This is an optimization exercise on Yosys and OpenROAD, whose aim is small area, not a production implementation. The RTL was checked by simulation tests, not by an equivalence proof against the original design. Power and IR drop assume default switching activity.

== job 101 ==
// processor_v3
module processor_v3
    #(  parameter DATA_DEP = 512,
        parameter PROG_ADDR_WID = 30,
        parameter DATA_ADDR_WID = 29
    )
    (
        input clk,
        input nrst,
        input [31:0] inst,
        input [63:0] rdata,
        output [31:0] pc,
        output [31:0] addr,
        output wr_en,
        output [63:0] wdata,
        output [7:0] wmask,
        output [63:0] ALUop1,
        output [63:0] ALUop2,
        output [63:0] ALUres,
        output [63:0] RFwrdata,
        output RFwren
    );
clock: 8.5 ns
lec_check: 0
cap_margin: 20
core_margin: 2
core_utilization: 40
cts_cluster_diameter: 80
cts_cluster_size: 20
slew_margin: 20
synth_hierarchical: 1
run.sh (not shown) runs the stock make flow with config.mk's settings and CLKGATE_MAP_FILE= SYNTH_SCRIPT=/design/flow/synth_recipe.tcl, a recipe that flattens the netlist after the stock synthesis.
Changes in job 102 relative to job 101:
--- a/flow/design.v
+++ b/flow/design.v
@@ -46,18 +46,21 @@
 module g_nand3(input a, input b, input c, output y);
     assign y = !(a & b & c);
 endmodule
 module g_nand4(input a, input b, input c, input d, output y);
     assign y = !(a & b & c & d);
 endmodule
 module g_nor2(input a, input b, output y);
     assign y = !(a | b);
 endmodule
+module g_nor4(input a, input b, input c, input d, output y);
+    assign y = !(a | b | c | d);
+endmodule
 module g_or3(input a, input b, input c, output y);
     assign y = a | b | c;
 endmodule
 module g_a21o(input a, input b, input c, output y);
     assign y = (a & b) | c;
 endmodule
 module g_a22o(input a, input b, input c, input d, output y);
     assign y = (a & b) | (c & d);
 endmodule
@@ -193,23 +196,24 @@
     assign wdata = mem_wrdata;
     assign wmask = {{4{mem_wrmask[2]}}, {2{mem_wrmask[1]}}, {2{mem_wrmask[0]}}};
     assign ALUop1 = ALU_op1;
     assign ALUop2 = ALU_op2;
     assign ALUres = ALU_res;
     assign RFwrdata = RFi_wrdata;
     assign RFwren = RFi_wren;
     genvar gi, gj;
     wire [31*64-1:0] rf_q;
-    wire [63:0] rf_wd = RFi_wrdata & {64{nrst}};
+    wire [63:0] rf_wd = RFi_wrdata;
     generate
         for (gi = 1; gi < 32; gi = gi + 1) begin : g_row
-            wire we = !nrst | (RFi_wren & (RFi_rd == gi));
-            wire nwe = !we;
+            wire hit = RFi_wren & (RFi_rd == gi);
+            wire we = nrst & hit;
+            wire nwe = nrst & !hit;
             wire [63:0] d;
             reg [63:0] q;
             for (gj = 0; gj < 64; gj = gj + 1) begin : g_b
                 g_a22o h(.a(we), .b(rf_wd[gj]), .c(nwe), .d(q[gj]), .y(d[gj]));
             end
             always @(posedge clk)
                 q <= d;
             assign rf_q[64*(gi-1) +: 64] = q;
         end
@@ -445,19 +449,38 @@
         for (i = 16; i < 32; i = i + 1) begin : g_r1
             g_a221o m(.a(ms[1]), .b(res[i]), .c(mr[1]), .d(rdata[i]), .e(e1), .y(y[i]));
         end
         for (i = 32; i < 64; i = i + 1) begin : g_r2
             g_a221o m(.a(ms[2]), .b(res[i]), .c(mr[2]), .d(rdata[i]), .e(e2), .y(y[i]));
         end
     endgenerate
 endmodule
 module pipe_eq(input [63:0] a, input [63:0] b, output y);
-    assign y = a == b;
+    wire [63:0] d;
+    wire [31:0] e2;
+    wire [7:0] n8;
+    wire [1:0] e32;
+    genvar i;
+    generate
+        for (i = 0; i < 64; i = i + 1) begin : g_d
+            g_xor2 x(.a(a[i]), .b(b[i]), .y(d[i]));
+        end
+        for (i = 0; i < 32; i = i + 1) begin : g_e2
+            g_nor2 n(.a(d[2*i]), .b(d[2*i+1]), .y(e2[i]));
+        end
+        for (i = 0; i < 8; i = i + 1) begin : g_n8
+            g_nand4 n(.a(e2[4*i]), .b(e2[4*i+1]), .c(e2[4*i+2]), .d(e2[4*i+3]), .y(n8[i]));
+        end
+        for (i = 0; i < 2; i = i + 1) begin : g_e32
+            g_nor4 n(.a(n8[4*i]), .b(n8[4*i+1]), .c(n8[4*i+2]), .d(n8[4*i+3]), .y(e32[i]));
+        end
+    endgenerate
+    g_and2 o(.a(e32[0]), .b(e32[1]), .y(y));
 endmodule
 module pipe_add32(input [31:0] a, input [31:0] b, output [31:0] y);
     wire [31:0] p, g, c;
     genvar i;
     generate
         for (i = 0; i < 32; i = i + 1) begin : g_bit
             g_xor2 x1(.a(a[i]), .b(b[i]), .y(p[i]));
             g_and2 a0(.a(a[i]), .b(b[i]), .y(g[i]));
             g_xor2 x2(.a(p[i]), .b(c[i]), .y(y[i]));
[summary]
- Re slew at the pin closest to its max-slew limit: job 102 is 0.11 ns down on job 101.
- Looking only at first-pass GRT wire length, and setting everything else aside, the higher value of job 101 and job 102 goes to job 101.
- Between job 101 and job 102, met1 track demand over resource is lower for job 102, job 101 comes in above that.
- The lower total power of job 101 and job 102 is in job 102.
- Highest cell delay on the worst timing path (higher): job 101
- Job 102 has more setup slack than job 101.
- Against job 101, job 102 comes in 0.98% lower on number of inserted filler cells in the final layout.
- Per the comparison of job 102 with job 101, critical path data arrival time down 0.57 ns; multi-input gate count moved up.
- Comparing the two runs side by side, job 102 comes out ahead of job 101 on post-route minimum period.
- Summary of the comparison: area of all placed cells without fillers is lower in job 102, relative to job 101.
- The number of placement rows was comparable across job 101 and job 102.
- [diff] routed wire length, job 102 relative to job 101: improvement

==> port drivers added, routing unchanged <==
The flow's constraints put no driver on any port. The routed layouts listed below were extracted and timed again, unchanged, in two steps. Step 1 (the two cells are an assumption about what drives the block):
set clk [get_ports {clk}]
set_driving_cell -lib_cell sky130_fd_sc_hd__clkbuf_16 $clk
set_driving_cell -lib_cell sky130_fd_sc_hd__buf_2 [delete_from_list [all_inputs] $clk]
Step 2 adds t to the input delays and takes it off the output delays; t is the mean of the earliest and latest rising clock arrival at the registers after step 1. Input paths then give back, and output paths get back, about the clock's delay inside the block. a / b / c = no drivers / after step 1 / after step 2; a / b = the first two.
| run | t (ns) | slack for setup (ns) | worst setup path after step 2 | worst register clock-pin slew, ns | cell pins on the clock port's net |
|---|---|---|---|---|---|
| job 101 | 0.982 | 0.706 / 0.706 / 0.706 | register to register | 0.09 / 0.09 | 1 |
| job 102 | 0.964 | 1.325 / 1.325 / 1.325 | register to register | 0.10 / 0.10 | 1 |
After both steps setup and hold are still met in every run listed.
